Context: an optimization exercise on an open-source flow, tuned for small area. The choices shown serve that exercise and are no tape-out recipe.
Function was checked by simulation only, so behaviour that the tests miss may differ from the original.
The flow treats the clock pin as an ideal source, which a real chip does not have.
Power and IR drop assume default switching activity.

Design lcd_cntrl_top, start of the top module:
module lcd_cntrl_top #(
    parameter int DATA_WIDTH = 8,
    parameter int INSTR_WIDTH = 10,
    parameter int PRESCALER_WIDTH = 16
) (
    input clk_i,
    input rst_ni,
    input        [11:0] haddr_i,
    input        [ 1:0] htrans_i,
    input        [31:0] hwdata_i,
    input               hwrite_i,
    output logic [31:0] hrdata_o,
    output logic        hready_out_o,
    output logic        hresp_o,
    input  [DATA_WIDTH-1:0] data_in_i,
    output logic [DATA_WIDTH-1:0] data_out_o,
    output logic                  data_oe_o,
    output logic                  rs_o,
    output logic                  rwb_o,
    output logic                  e_o
);
  logic        a_ok;     
  logic [ 1:0] a_idx;    
  logic        a_wr;     
  logic        err;      
  logic        err1;     
  logic        phy_en;
  logic [ 9:0] instr;
  logic        valid;
  logic [15:0] presc;
  logic [ 7:0] rdata;
  logic        phy_ready;
  logic        addr_hi;
  logic        invalid_trans;
  assign addr_hi       = |haddr_i[11:4];
  assign invalid_trans = htrans_i[1] & (addr_hi |
                         ((haddr_i[3:0] == 4'h4) & hwrite_i & !phy_ready));
  assign hresp_o      = err;
  assign hready_out_o = !err1;
  always_ff @(posedge clk_i) begin
    if (!rst_ni) begin
      a_ok <= 1'b0;
      err  <= 1'b0;
      err1 <= 1'b0;
    end else begin
      if (htrans_i[1]) a_ok <= !addr_hi & (haddr_i[1:0] == 2'b00);
      err1 <= !err & invalid_trans;
      err  <= err1 | (!err & invalid_trans);
    end
  end
  always_ff @(posedge clk_i) begin
    if (htrans_i[1]) begin
      a_idx <= haddr_i[3:2];
      a_wr  <= hwrite_i;
    end else begin
      a_wr  <= 1'b0;
    end
  end
  logic wsel, rsel;
  assign wsel = a_ok & a_wr & !err;
  assign rsel = a_ok & !a_wr & !err;
  always_ff @(posedge clk_i) begin
    if (!rst_ni) begin
  ...
Size: about 460 cells after synthesis, ~88 flip-flops, ~4500 um^2 of cells after synthesis.
==> flow/config.mk <==
export PLATFORM = sky130hd
export DESIGN_NAME = lcd_cntrl_top
export DESIGN_NICKNAME = lcd_cntrl_top
export VERILOG_FILES = /design/flow/design.v
export SDC_FILE = /design/flow/constraint.sdc
export NUM_CORES = 4
export LEC_CHECK = 0
export CAP_MARGIN = 20
export CORE_MARGIN = 2
export CORE_UTILIZATION = 65
export PLACE_DENSITY = 0.75
export SLEW_MARGIN = 20
==> flow/constraint.sdc <==
create_clock -name core_clock -period 10.0 [get_ports {clk_i}]
set_input_delay 2.0000 -clock core_clock [delete_from_list [all_inputs] [get_ports {clk_i}]]
set_output_delay 2.0000 -clock core_clock [all_outputs]
set_load 0.01 [all_outputs]
standard.sh (not shown) runs the stock make flow with config.mk's settings and CLKGATE_MAP_FILE= SYNTH_SCRIPT=/design/flow/synth_recipe.tcl, a recipe that flattens the netlist after the stock synthesis.
==> flow/flow/run.sh <==
#!/bin/bash
set -euo pipefail
export BUFFER_PORTS_ARGS="-buffer_cell sky130_fd_sc_hd__buf_1"
export CTS_ARGS="-sink_clustering_enable -buf_list sky130_fd_sc_hd__clkbuf_8 -dont_use_dummy_load -repair_clock_nets"
bash standard.sh > standard_flow.log 2>&1
The starting point went through all stages and came out clean.
==> next run, changes <==
==> flow/flow/run.sh (replaced) <==
#!/bin/bash
# The standard layout (standard.sh, unchanged synthesis) with three changes:
#  - ports are buffered with the smallest buffer (buf_1);
#  - the clock is distributed by four clock buffers, one per group of nearby
#    registers, inserted before CTS (flow/cts_pre.tcl), so TritonCTS adds none;
#  - constant outputs share one tie cell.
set -euo pipefail
export BUFFER_PORTS_ARGS="-buffer_cell sky130_fd_sc_hd__buf_1"
export PRE_CTS_TCL="$PWD/flow/cts_pre.tcl"
export CLK_GROUPS=4
export CLK_BUF=sky130_fd_sc_hd__buf_12
export CTS_ARGS="-sink_clustering_enable -dont_use_dummy_load"
export SKIP_REPAIR_TIE_FANOUT=1
bash standard.sh > standard_flow.log 2>&1
==> flow/flow/cts_pre.tcl (new file) <==
# Clock distribution: split the clock sinks into NGRP groups by position and
# drive each group from its own clock buffer placed at the group's centre; the
# clock port drives only these buffers. TritonCTS then finds the clock net
# already buffered and leaves it alone.
set ngrp [expr {[info exists ::env(CLK_GROUPS)] ? $::env(CLK_GROUPS) : 4}]
set bcell [expr {[info exists ::env(CLK_BUF)] ? $::env(CLK_BUF) : "sky130_fd_sc_hd__buf_12"}]
set block [ord::get_db_block]
set net [$block findNet clk_i]
set items {}
foreach it [$net getITerms] {
  set inst [$it getInst]
  set loc [$inst getLocation]
  lappend items [list [lindex $loc 0] [lindex $loc 1] "[$inst getName]/[[$it getMTerm] getName]"]
}
proc split_groups {items n} {
  if {$n <= 1 || [llength $items] < 2} { return [list $items] }
  set xs [lmap i $items {lindex $i 0}]; set ys [lmap i $items {lindex $i 1}]
  set dx [expr {[tcl::mathfunc::max {*}$xs] - [tcl::mathfunc::min {*}$xs]}]
  set dy [expr {[tcl::mathfunc::max {*}$ys] - [tcl::mathfunc::min {*}$ys]}]
  set k [expr {$dx >= $dy ? 0 : 1}]
  set s [lsort -integer -index $k $items]
  set h [expr {[llength $s] / 2}]
  set n1 [expr {$n / 2}]
  return [concat [split_groups [lrange $s 0 [expr {$h - 1}]] $n1] [split_groups [lrange $s $h end] [expr {$n - $n1}]]]
}
set dbu [$block getDbUnitsPerMicron]
set g 0
foreach grp [split_groups $items $ngrp] {
  set sx 0; set sy 0; set pins {}
  foreach i $grp { set sx [expr {$sx + [lindex $i 0]}]; set sy [expr {$sy + [lindex $i 1]}]; lappend pins [get_pins [lindex $i 2]] }
  set cx [expr {$sx / double([llength $grp]) / $dbu}]; set cy [expr {$sy / double([llength $grp]) / $dbu}]
  insert_buffer -buffer_cell $bcell -net clk_i -load_pins $pins -location [list $cx $cy] -buffer_name clkbuf_g$g -net_name clk_g$g
  puts "clock group $g: [llength $grp] sinks, buffer at $cx $cy"
  incr g
}
After rerunning: Global-route usage came out higher by 1.7 points. Total power came out higher by 25%. Core utilization came out higher by 1.6 points. Routed wire length came out higher by 6.4%. Fmax came out lower by 6.3%. Die area is unchanged. Design area came out higher by 2.2%.

[separate check: timing with driven ports]
The results above use ideal ports. As a check the final layouts listed here were re-extracted and re-timed, cells and wires unchanged. Step 1 sets driving cells, clkbuf_16 on the clock port and buf_2 on the other inputs (assumed; they add their load-dependent delay and slew). Step 2 adds t to the input delays and takes it off the output delays; t is the mean of the earliest and latest rising clock arrival at the registers after step 1. Input paths then give back, and output paths get back, about the clock's delay inside the block. Slacks: no drivers / after step 1 / after step 2; pairs: no drivers / after step 1.
| run | shift t [ns] | setup slack, ns | latest minus earliest clock arrival (ns) | worst register clock-pin slew, ns | worst data-port slew with drivers (ns) |
|---|---|---|---|---|---|
| the first run | 0.366 | 5.877 / 5.847 / 6.213 | 0.028 / 0.028 | 0.09 / 0.09 | 0.04 |
| the second run | 0.635 | 5.601 / 5.568 / 6.203 | 0.016 / 0.016 | 0.09 / 0.09 | 0.04 |
After both steps every run listed still meets setup and hold.
